From an optimization exercise on the open Yosys and OpenROAD flow, aimed at small area; shortcuts taken in it are not production practice. The RTL was checked by simulation tests, not by an equivalence proof against the original design. No driver is modelled on the clock port, so clock power and skew are understated where the tree is cut down; a real chip needs a root buffer or a tree.

the reference run:
==> flow/design.v (excerpt) <==
module report_tx(
	input clk,
	input rst,
	input [55:0] frame,
	input send_frame,
	input send_nosig,
	output tx,
	output frame_done,
	output nosig_done
    );
	reg act_q;
	reg [5:0] b_q;
	reg [6:0] s_q;
	reg [9:0] p_q;
	wire act_d;
	wire [5:0] b_d;
	wire [6:0] s_d;
	wire [9:0] p_d;
	report_tx_logic L(.rst(rst), .frame(frame), .send_frame(send_frame),
		.send_nosig(send_nosig), .act_q(act_q), .b_q(b_q), .s_q(s_q), .p_q(p_q),
		.act_d(act_d), .b_d(b_d), .s_d(s_d), .p_d(p_d),
		.tx(tx), .frame_done(frame_done), .nosig_done(nosig_done));
	always @(posedge clk) begin
		act_q <= act_d;
		b_q <= b_d;
		s_q <= s_d;
		p_q <= p_d;
	end
endmodule
Size in the first run: about 220 cells after synthesis, roughly 24 flip-flops, about 63 I/O pins, about 0.0015 mm2 of cells after synthesis.
==> flow/config.mk <==
export PLATFORM = sky130hd
export DESIGN_NAME = report_tx
export DESIGN_NICKNAME = report_tx
export VERILOG_FILES = /design/flow/design.v
export SDC_FILE = /design/flow/constraint.sdc
export NUM_CORES = 8
export LEC_CHECK = 0
export CAP_MARGIN = 20
export CORE_MARGIN = 2
export CORE_UTILIZATION = 40
export GPL_TIMING_DRIVEN = 0
export SLEW_MARGIN = 20
==> flow/constraint.sdc <==
create_clock -name core_clock -period 10.0 [get_ports {clk}]
set_input_delay 2.0000 -clock core_clock [delete_from_list [all_inputs] [get_ports {clk}]]
set_output_delay 2.0000 -clock core_clock [all_outputs]
set_load 0.01 [all_outputs]
standard.sh (not shown) runs the stock make flow with config.mk's settings and CLKGATE_MAP_FILE= SYNTH_SCRIPT=/design/flow/synth_recipe.tcl, a recipe that flattens the netlist after the stock synthesis.
==> flow/flow/run.sh <==
#!/bin/bash
# Layout flow: the standard flow (standard.sh) with these changes:
#  - synthesis is run once per ABC mapping script in flow/abc_*.script
#    (area-oriented scripts; adders are left to ABC: no ADDER_MAP_FILE),
#    each with and without yosys's own "abc -fast" step inside synth
#    (SYNTH_ARGS=-noabc), and the run with the smallest cell area is kept.  Only the mapping of
#    the combinational logic differs between runs; the registers are the
#    standard synthesis's.
#  - port buffers are the smallest buffer cell (buf_1)
#  - the clock tree is a single buffer (buf_12) (flow/my_clkbuf.tcl) placed
#    at the centre of the registers, in place of clock_tree_synthesis; the
#    clock port drives only this buffer, and every register gets the clock
#    from it
# Each run's full output goes to a log file in this folder.
set -euo pipefail
W=$PWD
rm -rf "$W/scripts"
cp -r "$FLOW_HOME/scripts" "$W/scripts"
cp "$W/flow/my_clkbuf.tcl" "$W/scripts/my_clkbuf.tcl"
grep -q '^log_cmd clock_tree_synthesis {\*}$cts_args$' "$W/scripts/cts.tcl"
sed -i 's|^log_cmd clock_tree_synthesis {\*}$cts_args$|source $::env(SCRIPTS_DIR)/my_clkbuf.tcl\nbench_single_clock_buffer sky130_fd_sc_hd__buf_12|' "$W/scripts/cts.tcl"
grep -q '^my_single_clock_buffer' "$W/scripts/cts.tcl"
best=""
bestarea=""
bestsc=""
bestextra=()
for sc in "$W"/flow/abc_*.script; do
  for mode in std noabc; do
    n=$(basename "$sc" .script)_$mode
    extra=()
    [[ $mode == noabc ]] && extra=(SYNTH_ARGS=-noabc)
    cp "$sc" "$W/scripts/abc_speed.script"
    cp "$sc" "$W/scripts/abc_area.script"
    rm -rf "$W/orfs"
    if bash standard.sh synth SCRIPTS_DIR="$W/scripts" ADDER_MAP_FILE= "${extra[@]}" > "$W/synth_$n.log" 2>&1; then
      a=$(grep -h "Chip area for module" "$W"/orfs/reports/*/*/*/synth_stat.txt | awk '{print $NF}')
      echo "$n $a" >> "$W/synth_areas.log"
      if [[ -z "$best" ]] || awk -v a="$a" -v b="$bestarea" 'BEGIN{exit !(a<b)}'; then
        best=$n; bestarea=$a; bestsc=$sc; bestextra=("${extra[@]}")
      fi
      rm -rf "$W/orfs_$n"; mv "$W/orfs" "$W/orfs_$n"
    fi
  done
done
echo "best $best $bestarea" >> "$W/synth_areas.log"
rm -rf "$W/orfs"
mv "$W/orfs_$best" "$W/orfs"
cp "$bestsc" "$W/scripts/abc_speed.script"
cp "$bestsc" "$W/scripts/abc_area.script"
for d in "$W"/orfs_abc_*; do rm -rf "$d"; done
bash standard.sh finish SCRIPTS_DIR="$W/scripts" ADDER_MAP_FILE= "${bestextra[@]}" \
  BUFFER_PORTS_ARGS="-buffer_cell sky130_fd_sc_hd__buf_1" > "$W/layout.log" 2>&1
==> flow/flow/abc_11.script <==
strash
dch -f
map -a
mfs3 -ae -R 4
topo
Other scripts of this flow, unchanged in this note and not shown: flow/flow/abc_1.script, flow/flow/abc_10.script, flow/flow/abc_12.script, flow/flow/abc_13.script, flow/flow/abc_14.script, flow/flow/abc_15.script, flow/flow/abc_16.script, flow/flow/abc_17.script, flow/flow/abc_18.script, flow/flow/abc_19.script, flow/flow/abc_2.script, flow/flow/abc_20.script, flow/flow/abc_21.script, flow/flow/abc_22.script, flow/flow/abc_23.script, flow/flow/abc_24.script, flow/flow/abc_25.script, flow/flow/abc_26.script, flow/flow/abc_3.script, flow/flow/abc_4.script, flow/flow/abc_5.script, flow/flow/abc_6.script, flow/flow/abc_7.script, flow/flow/abc_8.script, flow/flow/abc_9.script, flow/flow/my_clkbuf.tcl
Per the final summary, the reference run finished and its layout is clean on timing, DRC and antenna.
What the trial run does differently from the reference run at the input level:
-- flow/flow/run.sh --
<<< the reference run, line 16
W=$PWD
rm -rf "$W/scripts"
>>> the trial run, line 16
W=$PWD
# keep every temporary file of the tools inside this folder, and no core dumps
mkdir -p "$W/tmp" "$W/home"
export TMPDIR="$W/tmp" HOME="$W/home"
ulimit -c 0
rm -rf "$W/scripts"
<<< the reference run, line 50
for d in "$W"/orfs_abc_*; do rm -rf "$d"; done
bash standard.sh finish SCRIPTS_DIR="$W/scripts" ADDER_MAP_FILE= "${bestextra[@]}" \
>>> the trial run, line 54
for d in "$W"/orfs_abc_*; do rm -rf "$d"; done
rm -rf "$W/tmp"/* 
bash standard.sh finish SCRIPTS_DIR="$W/scripts" ADDER_MAP_FILE= "${bestextra[@]}" \
removed: flow/flow/abc_11.script
==> run summary <==
Re total number of vias: no difference whatsoever between the reference run and the trial run.
Re ratio of final minimum period to clock period: no difference whatsoever between the reference run and the trial run.
Cell count after synthesis essentially unchanged between the trial run and the reference run.
Placed wire-length estimate essentially unchanged between the reference run and the trial run.
Layout filler cell count: the trial run vs the reference run identical
Comparing the reference run against the trial run, there is no change at all in number of design rule violations left after detail routing.
No run of this note takes its clock network from TritonCTS; it comes from the design's own scripts or RTL.

-- static timing again, ports no longer ideal --
In the flow no input, the clock included, has a driving cell. The finished layouts below were timed again as built, in two steps. Step 1 assumes that a clkbuf_16 drives the clock port and a buf_2 every other input. Step 2 moves the port delays by t, midway between the first and last clock arrival at a register: inputs arrive t later, outputs are due t later. That takes back most of the time a late clock gives input paths. Three values: ideal, step 1, step 2; two values: the first two.
run | t, ns | setup slack, ns | hold slack, ns
the reference run | 0.158 | 4.029 / 3.999 / 4.157 | 0.457 / 0.457 / 0.457
the trial run | 0.158 | 4.029 / 3.999 / 4.157 | 0.457 / 0.457 / 0.457
After both steps every run listed still meets setup and hold.
